Background: an optimization exercise with open tools, aiming at small area and a short achievable clock period. Do not read the settings as production practice. At most, simulation tests tie the RTL to the original design; equivalence was not proved. No functional check of the RTL was part of run 2. In every run shown here, the design's own scripts or RTL, not TritonCTS, make the clock network. The clock port is modelled as an ideal driver, which makes a skipped or thinned clock tree look cheaper than it is; a real chip needs a root buffer or a tree. Power is estimated from default activity; no workload was simulated.

==> flow/design.v (outline; a module is shown in full before it is edited, if it fits) <==
// module mac16: 1222 lines
// module mac16_fa: 4 lines
// module mac16_pp: 3 lines
// module mac16_ha: 4 lines
module mac16 (
    input             clk,
    input             rst_n,
    input      [15:0] a,
    input      [15:0] b,
    input      [31:0] acc,
    output reg [31:0] out
);
  // ...
==> flow/flow/run.sh <==
#!/bin/bash
# Own layout flow: the standard ORFS flow (standard.sh, synthesis included)
# with two hooks:
#  - flow/resize_hook.tcl, before the placement resizer: port buffer cells and
#    the drive strength of the operand flip-flops;
#  - flow/cts_hook3.tcl, at the start of CTS: a balanced clock tree of
#    inverter pairs (port -> 4 x clkinv_8 -> 4 x clkinv_16 -> flip-flops)
#    instead of TritonCTS's two-level H-tree of buffers.
set -euo pipefail
here=$(pwd)
export PRE_RESIZE_TCL=$here/flow/resize_hook.tcl
export PRE_CTS_TCL=$here/flow/cts_hook3.tcl
bash standard.sh > $here/standard_flow.log 2>&1
==> flow/flow/cts_hook3.tcl <==
# Clock tree of inverter pairs: the clock port drives four clkinv_8 clock
# inverters; each drives one clkinv_16, which drives the clock pins of one
# quarter of the flip-flops (halved at the median x, then at the median y).
# Every flip-flop sees the same two inverters between it and the port, so the
# clock keeps its polarity and the tree is balanced.
set db [ord::get_db]
set block [ord::get_db_block]
set clk_net [$block findNet clk]
set leaf_master [$db findMaster sky130_fd_sc_hd__clkinv_16]
set root_master [$db findMaster sky130_fd_sc_hd__clkinv_8]

set sinks {}
foreach it [$clk_net getITerms] {
  if {[$it isInputSignal]} {
    set loc [[$it getInst] getLocation]
    lappend sinks [list $it [lindex $loc 0] [lindex $loc 1]]
  }
}
proc bisect {items idx depth} {
  if {$depth == 0} { return [list $items] }
  set s [lsort -real -index $idx $items]
  set h [expr {[llength $s] / 2}]
  set nidx [expr {$idx == 1 ? 2 : 1}]
  return [concat [bisect [lrange $s 0 [expr {$h - 1}]] $nidx [expr {$depth - 1}]] \
                 [bisect [lrange $s $h end] $nidx [expr {$depth - 1}]]]
}
proc centre {items} {
  set sx 0; set sy 0
  foreach s $items { set sx [expr {$sx + [lindex $s 1]}]; set sy [expr {$sy + [lindex $s 2]}] }
  set n [llength $items]
  return [list [expr {int($sx / $n)}] [expr {int($sy / $n)}]]
}
set i 0
foreach g [bisect $sinks 1 2] {
  lassign [centre $g] cx cy
  set rinst [odb::dbInst_create $block $root_master "clkinv_r${i}"]
  set rnet [odb::dbNet_create $block "clknet_r${i}"]
  $rnet setSigType CLOCK
  [$rinst findITerm A] connect $clk_net
  [$rinst findITerm Y] connect $rnet
  $rinst setLocation $cx $cy
  $rinst setPlacementStatus PLACED
  set inst [odb::dbInst_create $block $leaf_master "clkinv_l${i}"]
  set net [odb::dbNet_create $block "clknet_l${i}"]
  $net setSigType CLOCK
  [$inst findITerm A] connect $rnet
  [$inst findITerm Y] connect $net
  foreach s $g {
    set it [lindex $s 0]
    $it disconnect
    $it connect $net
  }
  $inst setLocation $cx $cy
  $inst setPlacementStatus PLACED
  puts "cts_hook: clkinv_l${i} drives [llength $g] clock pins"
  incr i
}
$clk_net setSigType CLOCK

# cts.tcl calls repair_clock_inverters and clock_tree_synthesis next; the tree
# is already built (and its inverters must not be cloned per flip-flop).
rename repair_clock_inverters my_unused_repair_clock_inverters
proc repair_clock_inverters {args} { puts "cts_hook: clock inverters kept as built" }
rename clock_tree_synthesis my_unused_clock_tree_synthesis
proc clock_tree_synthesis {args} { puts "cts_hook: clock tree built by flow/cts_hook3.tcl" }
==> flow/flow/resize_hook.tcl <==
# Port buffers: a small buffer on inputs, a faster one on outputs (out[*] drives
# the 10 fF load and sits on the output timing path).
set n_in 0
set n_out 0
foreach inst [get_cells *] {
  set name [get_property $inst name]
  set ref [get_property $inst ref_name]
  if {[regexp {^input[0-9]+$} $name] && [string match "*buf*" $ref]
      && [get_property [get_nets -of_objects [get_pins $name/A]] name] ne "rst_n"} {
    replace_cell $inst sky130_fd_sc_hd__buf_1
    incr n_in
  } elseif {[regexp {^output[0-9]+$} $name] && [string match "*buf*" $ref]} {
    replace_cell $inst sky130_fd_sc_hd__buf_2
    incr n_out
  } elseif {[regexp {^[ab]_r\[[0-9]+\]} $name] && $ref eq "sky130_fd_sc_hd__dfxtp_1"} {
    replace_cell $inst sky130_fd_sc_hd__dfxtp_4
  }
}
puts "resize_hook: $n_in input and $n_out output buffers replaced"

# Logic cells that synthesis sized up (_2, _4, ...) go back to their smallest
# drive strength: the clock period leaves every such path far from critical.
set n_down 0
foreach inst [get_cells *] {
  set ref [get_property $inst ref_name]
  if {[regexp {^(sky130_fd_sc_hd__([a-z0-9]+))_([0-9]+)$} $ref -> base func drive]
      && $drive > 1
      && ![regexp {^(df|sdf|edf|dl|buf|clk|inv|bufinv|conb|tap|fill|decap|fa|ha)} $func]} {
    foreach small {1 0} {
      set lib_cell [get_lib_cells -quiet */${base}_${small}]
      if {$lib_cell ne ""} {
        replace_cell $inst [get_property $lib_cell name]
        incr n_down
        break
      }
    }
  }
}
puts "resize_hook: $n_down logic cells set to their smallest size"
==> flow/standard.sh <==
#!/bin/bash
# synth_recipe.tcl (not shown) runs the flow's synth.tcl, then flattens the netlist and writes it again
# the make line also repeats each setting of config.mk as NAME=value (left out here)
make -C /OpenROAD-flow-scripts/flow DESIGN_CONFIG=/design/flow/config.mk WORK_HOME=/design/flow/orfs CLKGATE_MAP_FILE= SYNTH_SCRIPT=/design/flow/synth_recipe.tcl "${@:-finish}"
==> flow/config.mk <==
export PLATFORM = sky130hd
export DESIGN_NAME = mac16
export DESIGN_NICKNAME = mac16
export VERILOG_FILES = /design/flow/design.v
export SDC_FILE = /design/flow/constraint.sdc
export NUM_CORES = 4
export LEC_CHECK = 0
export CAP_MARGIN = 20
export CORE_MARGIN = 2
export CORE_UTILIZATION = 65
export SLEW_MARGIN = 20
export SYNTH_HIERARCHICAL = 1
export SYNTH_MINIMUM_KEEP_SIZE = 0
==> flow/constraint.sdc <==
create_clock -name core_clock -period 15.0 [get_ports {clk}]
set_input_delay 3.0000 -clock core_clock [delete_from_list [all_inputs] [get_ports {clk}]]
set_output_delay 3.0000 -clock core_clock [all_outputs]
set_load 0.01 [all_outputs]
==> results.toml, run 1 <==
[status]
outcome = "no timing/DRC/antenna violations"

[die]
floorplan.die_area_sq_mm = 0.01702
initial_core_util = 0.6591

[route]
wl_per_cell_microns = 20.58
antenna_left = 0
viasPerCell = 5.836

[pwr]
power_density_mw_per_mm2 = 153.0
powerClk_mw = 0.173
p_clk_frac = 0.100
power.static_leakage_nw = 5.162

[place]
placed_cell_area_sq_mm = 0.01110
dpl_worst_slack_ns = 11.24
dp_hpwl_microns = 17770
placed_cells = 1163
place.gp.congestion = 0.9349

[hold_path]
hold-path-endpoint = "v2n$_DFF_PN1_"

[final_layout]
area_growth_syn_to_layout_pct = 8.571
proportion_of_layout_cells_with_a_drive_suffix_above_1 = 0.07749
multiInputCombCellCount = 650
layout_top_registers = "acc_r: 32 flops, out: 32 flops, x_r: 25 flops"
commonest_non_fill_non_tap_cells_in_the_layout = "283 x sky130_fd_sc_hd__nor2_1, 235 x sky130_fd_sc_hd__fa_1, 88 x sky130_fd_sc_hd__dfxtp_1, 64 x sky130_fd_sc_hd__buf_1, 45 x sky130_fd_sc_hd__inv_1"

[timing]
setup_repair_after_global_routing_missed_its_margin = "false"

[critical_path]
timing.critical_path.required_ns = 12.00
cells_along_the_critical_path = "buf_2"
crit_path_start_kind = "flop"
crit_path_start = "out[17]$_DFF_PN0_"
cp_endpoint = "out[17]"
crit_path_max_incr_delay_ns = 0.37

[global_route]
grt-busiest-layer = "met2"
use_met3 = 0.05660

[logic_synthesis]
synth.top_cells.by_count = "283 x sky130_fd_sc_hd__nor2_1, 235 x sky130_fd_sc_hd__fa_1, 120 x sky130_fd_sc_hd__dfxtp_1"
asyncSetResetFlopFracSynth = 0.2208
synth_compound_area_frac = 0.03010
netlist-cell-type-count = 42
yosys.area_share.simple = 0.1210
==> inputs of run 2 (changes only) <==
--- a/flow/design.v
+++ b/flow/design.v
@@ -1091,144 +1091,264 @@
         y_r[25] <= c468;
         y_r[26] <= c470;
         y_r[27] <= c472;
         y_r[28] <= c474;
         y_r[29] <= c476;
         z_r <= c494;
     end
     wire [31:7] y_v = {1'b0, 1'b0, y_r[29], y_r[28], y_r[27], y_r[26], y_r[25], y_r[24], y_r[23], y_r[22], y_r[21], y_r[20], y_r[19], y_r[18], y_r[17], y_r[16], y_r[15], y_r[14], y_r[13], y_r[12], y_r[11], y_r[10], y_r[9], y_r[8], y_r[7]};
-    wire [31:7] g = x_r & y_v;
-    wire [31:7] p = x_r ^ y_v;
-    wire pg1 = g[7] | (p[7] & z_r);
-    wire pg2 = g[9] | (p[9] & g[8]);
-    wire pp2 = p[9] & p[8];
-    wire pg3 = g[11] | (p[11] & g[10]);
-    wire pp3 = p[11] & p[10];
-    wire pg4 = g[13] | (p[13] & g[12]);
-    wire pp4 = p[13] & p[12];
-    wire pg5 = g[15] | (p[15] & g[14]);
-    wire pp5 = p[15] & p[14];
-    wire pg6 = g[17] | (p[17] & g[16]);
-    wire pp6 = p[17] & p[16];
-    wire pg7 = g[19] | (p[19] & g[18]);
-    wire pp7 = p[19] & p[18];
-    wire pg8 = g[21] | (p[21] & g[20]);
-    wire pp8 = p[21] & p[20];
-    wire pg9 = g[23] | (p[23] & g[22]);
-    wire pp9 = p[23] & p[22];
-    wire pg10 = g[25] | (p[25] & g[24]);
-    wire pp10 = p[25] & p[24];
-    wire pg11 = g[27] | (p[27] & g[26]);
-    wire pp11 = p[27] & p[26];
-    wire pg12 = g[29] | (p[29] & g[28]);
-    wire pp12 = p[29] & p[28];
-    wire pg13 = g[31] | (p[31] & g[30]);
-    wire pp13 = p[31] & p[30];
-    wire pg14 = g[8] | (p[8] & pg1);
-    wire pg15 = pg2 | (pp2 & pg1);
-    wire pg16 = g[12] | (p[12] & pg3);
-    wire pp16 = p[12] & pp3;
-    wire pg17 = pg4 | (pp4 & pg3);
-    wire pp17 = pp4 & pp3;
-    wire pg18 = g[16] | (p[16] & pg5);
-    wire pp18 = p[16] & pp5;
-    wire pg19 = pg6 | (pp6 & pg5);
-    wire pp19 = pp6 & pp5;
-    wire pg20 = g[20] | (p[20] & pg7);
-    wire pp20 = p[20] & pp7;
-    wire pg21 = pg8 | (pp8 & pg7);
-    wire pp21 = pp8 & pp7;
-    wire pg22 = g[24] | (p[24] & pg9);
-    wire pp22 = p[24] & pp9;
-    wire pg23 = pg10 | (pp10 & pg9);
-    wire pp23 = pp10 & pp9;
-    wire pg24 = g[28] | (p[28] & pg11);
-    wire pp24 = p[28] & pp11;
-    wire pg25 = pg12 | (pp12 & pg11);
-    wire pp25 = pp12 & pp11;
-    wire pg26 = g[10] | (p[10] & pg15);
-    wire pg27 = pg3 | (pp3 & pg15);
-    wire pg28 = pg16 | (pp16 & pg15);
-    wire pg29 = pg17 | (pp17 & pg15);
-    wire pg30 = g[18] | (p[18] & pg19);
-    wire pp30 = p[18] & pp19;
-    wire pg31 = pg7 | (pp7 & pg19);
-    wire pp31 = pp7 & pp19;
-    wire pg32 = pg20 | (pp20 & pg19);
-    wire pp32 = pp20 & pp19;
-    wire pg33 = pg21 | (pp21 & pg19);
-    wire pp33 = pp21 & pp19;
-    wire pg34 = g[26] | (p[26] & pg23);
-    wire pp34 = p[26] & pp23;
-    wire pg35 = pg11 | (pp11 & pg23);
-    wire pp35 = pp11 & pp23;
-    wire pg36 = pg24 | (pp24 & pg23);
-    wire pp36 = pp24 & pp23;
-    wire pg37 = pg25 | (pp25 & pg23);
-    wire pp37 = pp25 & pp23;
-    wire pg38 = g[14] | (p[14] & pg29);
-    wire pg39 = pg5 | (pp5 & pg29);
-    wire pg40 = pg18 | (pp18 & pg29);
-    wire pg41 = pg19 | (pp19 & pg29);
-    wire pg42 = pg30 | (pp30 & pg29);
-    wire pg43 = pg31 | (pp31 & pg29);
-    wire pg44 = pg32 | (pp32 & pg29);
-    wire pg45 = pg33 | (pp33 & pg29);
-    wire pg46 = g[30] | (p[30] & pg37);
-    wire pp46 = p[30] & pp37;
-    wire pg47 = pg13 | (pp13 & pg37);
-    wire pp47 = pp13 & pp37;
-    wire pg48 = g[22] | (p[22] & pg45);
-    wire pg49 = pg9 | (pp9 & pg45);
-    wire pg50 = pg22 | (pp22 & pg45);
-    wire pg51 = pg23 | (pp23 & pg45);
-    wire pg52 = pg34 | (pp34 & pg45);
-    wire pg53 = pg35 | (pp35 & pg45);
-    wire pg54 = pg36 | (pp36 & pg45);
-    wire pg55 = pg37 | (pp37 & pg45);
-    wire pg56 = pg46 | (pp46 & pg45);
-    wire pg57 = pg47 | (pp47 & pg45);
-    wire [31:7] hi;
-    assign hi[7] = p[7] ^ z_r;
-    assign hi[8] = p[8] ^ pg1;
-    assign hi[9] = p[9] ^ pg14;
-    assign hi[10] = p[10] ^ pg15;
-    assign hi[11] = p[11] ^ pg26;
-    assign hi[12] = p[12] ^ pg27;
-    assign hi[13] = p[13] ^ pg28;
-    assign hi[14] = p[14] ^ pg29;
-    assign hi[15] = p[15] ^ pg38;
-    assign hi[16] = p[16] ^ pg39;
-    assign hi[17] = p[17] ^ pg40;
-    assign hi[18] = p[18] ^ pg41;
-    assign hi[19] = p[19] ^ pg42;
-    assign hi[20] = p[20] ^ pg43;
-    assign hi[21] = p[21] ^ pg44;
-    assign hi[22] = p[22] ^ pg45;
-    assign hi[23] = p[23] ^ pg48;
-    assign hi[24] = p[24] ^ pg49;
-    assign hi[25] = p[25] ^ pg50;
-    assign hi[26] = p[26] ^ pg51;
-    assign hi[27] = p[27] ^ pg52;
-    assign hi[28] = p[28] ^ pg53;
-    assign hi[29] = p[29] ^ pg54;
-    assign hi[30] = p[30] ^ pg55;
-    assign hi[31] = p[31] ^ pg56;
-    wire [31:0] sum = {hi, lo_r};
+    wire g1, p2;
+    mac16_ha ug1 (.a(x_r[7]), .b(y_r[7]), .s(p2), .co(g1));
+    wire g3, p4;
+    mac16_ha ug3 (.a(x_r[8]), .b(y_r[8]), .s(p4), .co(g3));
+    wire g5, p6;
+    mac16_ha ug5 (.a(x_r[9]), .b(y_r[9]), .s(p6), .co(g5));
+    wire g7, p8;
+    mac16_ha ug7 (.a(x_r[10]), .b(y_r[10]), .s(p8), .co(g7));
+    wire g9, p10;
+    mac16_ha ug9 (.a(x_r[11]), .b(y_r[11]), .s(p10), .co(g9));
+    wire g11, p12;
+    mac16_ha ug11 (.a(x_r[12]), .b(y_r[12]), .s(p12), .co(g11));
+    wire g13, p14;
+    mac16_ha ug13 (.a(x_r[13]), .b(y_r[13]), .s(p14), .co(g13));
+    wire g15, p16;
+    mac16_ha ug15 (.a(x_r[14]), .b(y_r[14]), .s(p16), .co(g15));
+    wire g17, p18;
+    mac16_ha ug17 (.a(x_r[15]), .b(y_r[15]), .s(p18), .co(g17));
+    wire g19, p20;
+    mac16_ha ug19 (.a(x_r[16]), .b(y_r[16]), .s(p20), .co(g19));
+    wire g21, p22;
+    mac16_ha ug21 (.a(x_r[17]), .b(y_r[17]), .s(p22), .co(g21));
+    wire g23, p24;
+    mac16_ha ug23 (.a(x_r[18]), .b(y_r[18]), .s(p24), .co(g23));
+    wire g25, p26;
+    mac16_ha ug25 (.a(x_r[19]), .b(y_r[19]), .s(p26), .co(g25));
+    wire g27, p28;
+    mac16_ha ug27 (.a(x_r[20]), .b(y_r[20]), .s(p28), .co(g27));
+    wire g29, p30;
+    mac16_ha ug29 (.a(x_r[21]), .b(y_r[21]), .s(p30), .co(g29));
+    wire g31, p32;
+    mac16_ha ug31 (.a(x_r[22]), .b(y_r[22]), .s(p32), .co(g31));
+    wire g33, p34;
+    mac16_ha ug33 (.a(x_r[23]), .b(y_r[23]), .s(p34), .co(g33));
+    wire g35, p36;
+    mac16_ha ug35 (.a(x_r[24]), .b(y_r[24]), .s(p36), .co(g35));
+    wire g37, p38;
+    mac16_ha ug37 (.a(x_r[25]), .b(y_r[25]), .s(p38), .co(g37));
+    wire g39, p40;
+    mac16_ha ug39 (.a(x_r[26]), .b(y_r[26]), .s(p40), .co(g39));
+    wire g41, p42;
+    mac16_ha ug41 (.a(x_r[27]), .b(y_r[27]), .s(p42), .co(g41));
+    wire g43, p44;
+    mac16_ha ug43 (.a(x_r[28]), .b(y_r[28]), .s(p44), .co(g43));
+    wire g45, p46;
+    mac16_ha ug45 (.a(x_r[29]), .b(y_r[29]), .s(p46), .co(g45));
+    wire G47;
+    mac16_aoi uG47 (.a(g1), .b(p2), .c(z_r), .y(G47));
+    wire G48;
+    mac16_aoi uG48 (.a(g5), .b(p6), .c(g3), .y(G48));
+    wire P49;
+    mac16_nand uP49 (.a(p6), .b(p4), .y(P49));
+    wire G50;
+    mac16_aoi uG50 (.a(g9), .b(p10), .c(g7), .y(G50));
+    wire P51;
+    mac16_nand uP51 (.a(p10), .b(p8), .y(P51));
+    wire G52;
+    mac16_aoi uG52 (.a(g13), .b(p14), .c(g11), .y(G52));
+    wire P53;
+    mac16_nand uP53 (.a(p14), .b(p12), .y(P53));
+    wire G54;
+    mac16_aoi uG54 (.a(g17), .b(p18), .c(g15), .y(G54));
+    wire P55;
+    mac16_nand uP55 (.a(p18), .b(p16), .y(P55));
+    wire G56;
+    mac16_aoi uG56 (.a(g21), .b(p22), .c(g19), .y(G56));
+    wire P57;
+    mac16_nand uP57 (.a(p22), .b(p20), .y(P57));
+    wire G58;
+    mac16_aoi uG58 (.a(g25), .b(p26), .c(g23), .y(G58));
+    wire P59;
+    mac16_nand uP59 (.a(p26), .b(p24), .y(P59));
+    wire G60;
+    mac16_aoi uG60 (.a(g29), .b(p30), .c(g27), .y(G60));
+    wire P61;
+    mac16_nand uP61 (.a(p30), .b(p28), .y(P61));
+    wire G62;
+    mac16_aoi uG62 (.a(g33), .b(p34), .c(g31), .y(G62));
+    wire P63;
+    mac16_nand uP63 (.a(p34), .b(p32), .y(P63));
+    wire G64;
+    mac16_aoi uG64 (.a(g37), .b(p38), .c(g35), .y(G64));
+    wire P65;
+    mac16_nand uP65 (.a(p38), .b(p36), .y(P65));
+    wire G66;
+    mac16_aoi uG66 (.a(g41), .b(p42), .c(g39), .y(G66));
+    wire P67;
+    mac16_nand uP67 (.a(p42), .b(p40), .y(P67));
+    wire G68;
+    mac16_aoi uG68 (.a(g45), .b(p46), .c(g43), .y(G68));
+    wire P69;
+    mac16_nand uP69 (.a(p46), .b(p44), .y(P69));
+    wire G70;
+    mac16_aoi uG70 (.a(1'b0), .b(x_r[31]), .c(1'b0), .y(G70));
+    wire P71;
+    mac16_nand uP71 (.a(x_r[31]), .b(x_r[30]), .y(P71));
+    wire G72;
+    mac16_oai uG72 (.a(G48), .b(P49), .c(G47), .y(G72));
+    wire G73;
+    mac16_oai uG73 (.a(G52), .b(P53), .c(G50), .y(G73));
+    wire P74;
+    mac16_nor uP74 (.a(P53), .b(P51), .y(P74));
+    wire G75;
+    mac16_oai uG75 (.a(G56), .b(P57), .c(G54), .y(G75));
+    wire P76;
+    mac16_nor uP76 (.a(P57), .b(P55), .y(P76));
+    wire G77;
+    mac16_oai uG77 (.a(G60), .b(P61), .c(G58), .y(G77));
+    wire P78;
+    mac16_nor uP78 (.a(P61), .b(P59), .y(P78));
+    wire G79;
+    mac16_oai uG79 (.a(G64), .b(P65), .c(G62), .y(G79));
+    wire P80;
+    mac16_nor uP80 (.a(P65), .b(P63), .y(P80));
+    wire G81;
+    mac16_oai uG81 (.a(G68), .b(P69), .c(G66), .y(G81));
+    wire P82;
+    mac16_nor uP82 (.a(P69), .b(P67), .y(P82));
+    wire G83;
+    mac16_aoi uG83 (.a(G73), .b(P74), .c(G72), .y(G83));
+    wire G84;
+    mac16_aoi uG84 (.a(G77), .b(P78), .c(G75), .y(G84));
+    wire P85;
+    mac16_nand uP85 (.a(P78), .b(P76), .y(P85));
+    wire G86;
+    mac16_aoi uG86 (.a(G81), .b(P82), .c(G79), .y(G86));
+    wire P87;
+    mac16_nand uP87 (.a(P82), .b(P80), .y(P87));
+    wire G88;
+    mac16_oai uG88 (.a(G84), .b(P85), .c(G83), .y(G88));
+    wire n89;
+    mac16_inv un89 (.a(G88), .y(n89));
+    wire G90;
+    mac16_oai uG90 (.a(G86), .b(P87), .c(n89), .y(G90));
+    wire n91;
+    mac16_inv un91 (.a(G83), .y(n91));
+    wire G92;
+    mac16_aoi uG92 (.a(G75), .b(P76), .c(n91), .y(G92));
+    wire G93;
+    mac16_aoi uG93 (.a(G79), .b(P80), .c(G88), .y(G93));
+    wire n94;
+    mac16_inv un94 (.a(G72), .y(n94));
+    wire G95;
+    mac16_oai uG95 (.a(G50), .b(P51), .c(n94), .y(G95));
+    wire G96;
+    mac16_oai uG96 (.a(G54), .b(P55), .c(G83), .y(G96));
+    wire G97;
+    mac16_oai uG97 (.a(G58), .b(P59), .c(G92), .y(G97));
+    wire n98;
+    mac16_inv un98 (.a(G88), .y(n98));
+    wire G99;
+    mac16_oai uG99 (.a(G62), .b(P63), .c(n98), .y(G99));
+    wire G100;
+    mac16_oai uG100 (.a(G66), .b(P67), .c(G93), .y(G100));
+    wire n101;
+    mac16_inv un101 (.a(G90), .y(n101));
+    wire G102;
+    mac16_oai uG102 (.a(G70), .b(P71), .c(n101), .y(G102));
+    wire n103;
+    mac16_inv un103 (.a(G47), .y(n103));
+    wire G104;
+    mac16_aoi uG104 (.a(g3), .b(p4), .c(n103), .y(G104));
+    wire G105;
+    mac16_aoi uG105 (.a(g7), .b(p8), .c(G72), .y(G105));
+    wire G106;
+    mac16_aoi uG106 (.a(g11), .b(p12), .c(G95), .y(G106));
+    wire n107;
+    mac16_inv un107 (.a(G83), .y(n107));
+    wire G108;
+    mac16_aoi uG108 (.a(g15), .b(p16), .c(n107), .y(G108));
+    wire G109;
+    mac16_aoi uG109 (.a(g19), .b(p20), .c(G96), .y(G109));
+    wire n110;
+    mac16_inv un110 (.a(G92), .y(n110));
+    wire G111;
+    mac16_aoi uG111 (.a(g23), .b(p24), .c(n110), .y(G111));
+    wire G112;
+    mac16_aoi uG112 (.a(g27), .b(p28), .c(G97), .y(G112));
+    wire G113;
+    mac16_aoi uG113 (.a(g31), .b(p32), .c(G88), .y(G113));
+    wire G114;
+    mac16_aoi uG114 (.a(g35), .b(p36), .c(G99), .y(G114));
+    wire n115;
+    mac16_inv un115 (.a(G93), .y(n115));
+    wire G116;
+    mac16_aoi uG116 (.a(g39), .b(p40), .c(n115), .y(G116));
+    wire G117;
+    mac16_aoi uG117 (.a(g43), .b(p44), .c(G100), .y(G117));
+    wire G118;
+    mac16_aoi uG118 (.a(1'b0), .b(x_r[30]), .c(G90), .y(G118));
+    wire [31:7] sum_n;
+    mac16_xnor ux7 (.a(p2), .b(z_r), .y(sum_n[7]));
+    mac16_xor ux8 (.a(p4), .b(G47), .y(sum_n[8]));
+    mac16_xor ux9 (.a(p6), .b(G104), .y(sum_n[9]));
+    mac16_xnor ux10 (.a(p8), .b(G72), .y(sum_n[10]));
+    mac16_xor ux11 (.a(p10), .b(G105), .y(sum_n[11]));
+    mac16_xnor ux12 (.a(p12), .b(G95), .y(sum_n[12]));
+    mac16_xor ux13 (.a(p14), .b(G106), .y(sum_n[13]));
+    mac16_xor ux14 (.a(p16), .b(G83), .y(sum_n[14]));
+    mac16_xor ux15 (.a(p18), .b(G108), .y(sum_n[15]));
+    mac16_xnor ux16 (.a(p20), .b(G96), .y(sum_n[16]));
+    mac16_xor ux17 (.a(p22), .b(G109), .y(sum_n[17]));
+    mac16_xor ux18 (.a(p24), .b(G92), .y(sum_n[18]));
+    mac16_xor ux19 (.a(p26), .b(G111), .y(sum_n[19]));
+    mac16_xnor ux20 (.a(p28), .b(G97), .y(sum_n[20]));
+    mac16_xor ux21 (.a(p30), .b(G112), .y(sum_n[21]));
+    mac16_xnor ux22 (.a(p32), .b(G88), .y(sum_n[22]));
+    mac16_xor ux23 (.a(p34), .b(G113), .y(sum_n[23]));
+    mac16_xnor ux24 (.a(p36), .b(G99), .y(sum_n[24]));
+    mac16_xor ux25 (.a(p38), .b(G114), .y(sum_n[25]));
+    mac16_xor ux26 (.a(p40), .b(G93), .y(sum_n[26]));
+    mac16_xor ux27 (.a(p42), .b(G116), .y(sum_n[27]));
+    mac16_xnor ux28 (.a(p44), .b(G100), .y(sum_n[28]));
+    mac16_xor ux29 (.a(p46), .b(G117), .y(sum_n[29]));
+    mac16_xnor ux30 (.a(x_r[30]), .b(G90), .y(sum_n[30]));
+    mac16_xor ux31 (.a(x_r[31]), .b(G118), .y(sum_n[31]));
+    wire [31:0] sum = {~sum_n, lo_r};
     always @(posedge clk or negedge rst_n) begin
         if (!rst_n)
             out <= 32'd0;
         else
             out <= ~(~sum | {32{v2n}});
     end
 endmodule
 module mac16_fa (input a, input b, input c, output s, output co);
     assign s  = a ^ b ^ c;
     assign co = (a & b) | (a & c) | (b & c);
 endmodule
 module mac16_pp (input a, input b, output p);
     assign p = ~(a | b);
 endmodule
+module mac16_aoi (input a, input b, input c, output y);
+    assign y = ~(a | (b & c));
+endmodule
+module mac16_oai (input a, input b, input c, output y);
+    assign y = ~(a & (b | c));
+endmodule
+module mac16_nand (input a, input b, output y);
+    assign y = ~(a & b);
+endmodule
+module mac16_nor (input a, input b, output y);
+    assign y = ~(a | b);
+endmodule
+module mac16_xor (input a, input b, output y);
+    assign y = a ^ b;
+endmodule
+module mac16_xnor (input a, input b, output y);
+    assign y = ~(a ^ b);
+endmodule
+module mac16_inv (input a, output y);
+    assign y = ~a;
+endmodule
 module mac16_ha (input a, input b, output s, output co);
     assign s  = a ^ b;
     assign co = a & b;
 endmodule
==> results.toml, run 2 <==
[logic_synthesis]
post-synth-top-count-cell = "sky130_fd_sc_hd__nor2_1"
netlist-cell-type-count = 16
ys.warnings.count = 7
synth_ff_type = "sky130_fd_sc_hd__dfxtp_1"
synth_top_area_cell = "sky130_fd_sc_hd__fa_1"
asyncSetResetFlopFracSynth = 0.2208
synth_seq_cells = 154
synth_enable_flop_cells = 0
netlist.area_leader.share = 0.4477
netlist_area_sq_mm = 0.01028
post_synth_inst_count = 845
syn-num-nets = 1182
synth.top_cells.by_count = "286 x sky130_fd_sc_hd__nor2_1, 230 x sky130_fd_sc_hd__fa_1, 120 x sky130_fd_sc_hd__dfxtp_1"
netlist_top_cells_area = "sky130_fd_sc_hd__fa_1 45%, sky130_fd_sc_hd__dfxtp_1 23%, sky130_fd_sc_hd__nor2_1 10%"
seq_area_frac_synth = 0.3165
synthesis.area_per_instance_sq_um = 12.17

[timing]
setup_tns_ns = 0
worst_pin_slew_ns = 0.6443
final.hold.worst_slack_ns = 0.3601
finalWorstSetupSlack_ns = 11.35
maxClockFrequency_mhz = 273.7
setup-violations-final = 0
final_cycle_utilization_of_the_critical_path = 0.2435
layout_min_cycle_time_ns = 3.653
report.final.hold_viol_count = 0
setup_repair_after_global_routing_missed_its_margin = "false"
final.setup_skew_ns = 0.009854
finalMaxSlewViolations = 0
worst_slew_margin_rel = 0.5705

[route]
route.top_layer_used = "met4"
drt-initial-drc-count = 453
drcViolationCount = 0
viasPerCell = 5.702
detailroute.wirelength.met3_microns = 2046
wl_per_cell_microns = 19.95
firstDrtPassIters = 5
vias = 6631
wl_microns = 23200
antenna_left = 0
route.layer.met1.wl_microns = 9099
met2WireLength_microns = 11160

[die]
initial_core_util = 0.6715
floorplan.core_area_sq_mm = 0.01531
pin_count = 98
floorplan.die_area_sq_mm = 0.01684
floorplan.rows = 45
die-width_microns = 129.8
overall_die_height_microns = 129.8

[pwr]
totalPowerFinal_mw = 1.709
power.static_leakage_nw = 5.122
ir_worst_vdd_mv = 0.1073
power_density_mw_per_mm2 = 153.0

[hold_path]
hold-path-endpoint = "v2n$_DFF_PN1_"
hold_path.startpoint = "v1$_DFF_PN0_"
min_path_cells = 1
hold_path_class = "flop to flop"

[final_layout]
num-nets-final = 1291
proportion_of_layout_cells_with_a_drive_suffix_above_1 = 0.08193
antenna-diode-count = 0
layout.cell_area.non_filler_sq_mm = 0.01117
layout.cells.most_common = "sky130_fd_sc_hd__nor2_1"
nFillCells = 1124
area_growth_syn_to_layout_pct = 8.615
fin_cells = 1163
commonest_non_fill_non_tap_cells_in_the_layout = "286 x sky130_fd_sc_hd__nor2_1, 230 x sky130_fd_sc_hd__fa_1, 88 x sky130_fd_sc_hd__dfxtp_1, 64 x sky130_fd_sc_hd__buf_1"
post-route-util = 0.7293
layout_top_registers = "acc_r: 32 flops, out: 32 flops, x_r: 25 flops"

[clock_network]
clk_pin_slew_ns = 0.08
clock_latency_ns = 0.14
postCtsHoldBufs = 0
post_cts.resized_instances = 0
postCtsSetupRepairBufs = 0

[place]
place.gp.congestion = 0.9277
dpl_worst_slack_ns = 11.22
dp_hpwl_microns = 17340
placed_cells = 1155
placement.io_buffers = 97
placed_cell_area_sq_mm = 0.01098

[global_route]
globalRouteTotalUtil = 0.2907
wire_length_of_the_first_global_routing_pass_microns = 37150
initial_antenna_violation_count = 0
grt.overflow.total = 0
grt_pass1_vias = 7446
grt_start_max_net_pins = 40

[status]
outcome = "no timing/DRC/antenna violations"

[critical_path]
worst_r2r_end = "x_r[17]$_DFF_P_"
timing.critical_path.depth = 1
crit_path_start_kind = "flop"
critical_path.endpoint_type = "primary output"
cp_slowest_cell = "sky130_fd_sc_hd__dfrtp_1"
reg2reg_setup_slack_ns = 11.35
reg2reg_from = "b_r[1]$_DFF_P_"
largest_driver_fanout_on_the_critical_path = 1
timing.critical_path.required_ns = 12.00
worstPathArrival_ns = 0.65
critical-path-top-delay-family = "flip-flops"
timing.critical_path.buf_inv = 1
crit_path_max_incr_delay_ns = 0.38
cells_along_the_critical_path = "buf_2"
criticalPathCategory = "flop to primary output"
register_to_register_path_depth = 8

[job]
max_cap_violations = 0
run 2: cell types whose count changed after synthesis, moves of 3 or more:
cell and change:
sky130_fd_sc_hd__nand2_1 +5, sky130_fd_sc_hd__nor2_1 +3, sky130_fd_sc_hd__inv_1 -4, sky130_fd_sc_hd__buf_4 +3
sky130_fd_sc_hd__a21o_1 -4, sky130_fd_sc_hd__o21ai_1 +10, sky130_fd_sc_hd__fa_1 -5, sky130_fd_sc_hd__o21ai_0 -5
sky130_fd_sc_hd__clkbuf_1 -3, sky130_fd_sc_hd__a21oi_1 -9, sky130_fd_sc_hd__xnor2_1 +3, sky130_fd_sc_hd__a21oi_2 +25
run 2: routing by layer:
layer	vias up	track usage
met5	-	0
met4	0	0.1183
met3	89	0.04387
met2	450	0.4848
met1	3298	0.3906
li1	2794	-
run 2: logic make-up (layout without fill, tap and decap cells):
logic type | after synthesis | count (layout) | share of synthesized area
xor gates and xnor gates | 26 | 26 | 0.02360
and+or+nand+nor | 306 | 306 | 0.1134
DFF | 154 | 154 | 0.3165
buffers and inverters | 44 | 151 | 0.01716
other | 2 | 2 | 0.0007303
adders and majority gates | 271 | 271 | 0.4976
AOI/OAI and AO/OA | 42 | 42 | 0.03103
run 2: layout make-up:
class                   count  area, sq um  area share
multi-input cells         647         6744      0.6038
flip-flops and latches    154         3374      0.3021
repair buffers            102        447.9     0.04010
inverters                  49        339.1     0.03036
well taps                 211        264.0     0.02364
run 2: per-module statistics from Yosys, one instance, submodules excluded:
module	area [sq um]	flops+latches
mac16	3570	154
mac16_fa	20.02	0
mac16_ha	12.51	0
mac16_aoi	8.758	0
mac16_xnor	8.758	0
mac16_xor	8.758	0
mac16_oai	5.005	0
mac16_inv	3.754	0
mac16_nand	3.754	0
mac16_nor	3.754	0
mac16_pp	3.754	0
run 2: worst max-delay path by stage:
| stage | end | slack, ns | startpoint |
|---|---|---|---|
| after floorplan | x_r[16]$_DFF_P_ | 11.52 | b_r[3]$_DFF_P_ |
| after global placement | x_r[16]$_DFF_P_ | 11.14 | b_r[15]$_DFF_P_ |
| after detailed placement | v2n$_DFF_PN1_ | 11.22 | rst_n |
| after CTS | v2n$_DFF_PN1_ | 11.23 | rst_n |
| after global routing | x_r[17]$_DFF_P_ | 11.27 | b_r[1]$_DFF_P_ |
| final | out[26] | 11.35 | out[26]$_DFF_PN0_ |
run 2: where the power goes:
group / switching (mW) / internal [mW]
logic: 0.518 / 0.426
registers: 0.0590 / 0.538
clock network: 0.133 / 0.0360

afterwards: timing with drivers on the ports:
In the flow no input, the clock included, has a driving cell. The finished layouts below were timed again as built, in two steps. Step 1 assumes that a clkbuf_16 drives the clock port and a buf_2 every other input. Step 2 times the ports against the registers' clock, not the clock port: input delays grow and output delays shrink by t, the midpoint of the rising clock arrivals with the driver on. Three values: ideal ports, drivers, drivers and shift; two values: the first two.
run | shift t [ns] | slack for setup (ns) | worst hold slack (ns)
run 1 | 0.288 | 11.353 / 11.205 / 11.266 | 0.353 / 0.354 / 0.354
run 2 | 0.289 | 11.347 / 11.195 / 11.252 | 0.360 / 0.360 / 0.360
After both steps every run listed still meets setup and hold. The setup slack of run 2, which loses most, moves by -0.152 ns with the drivers and by -0.095 ns with both steps. Setup slack includes reset recovery checks.
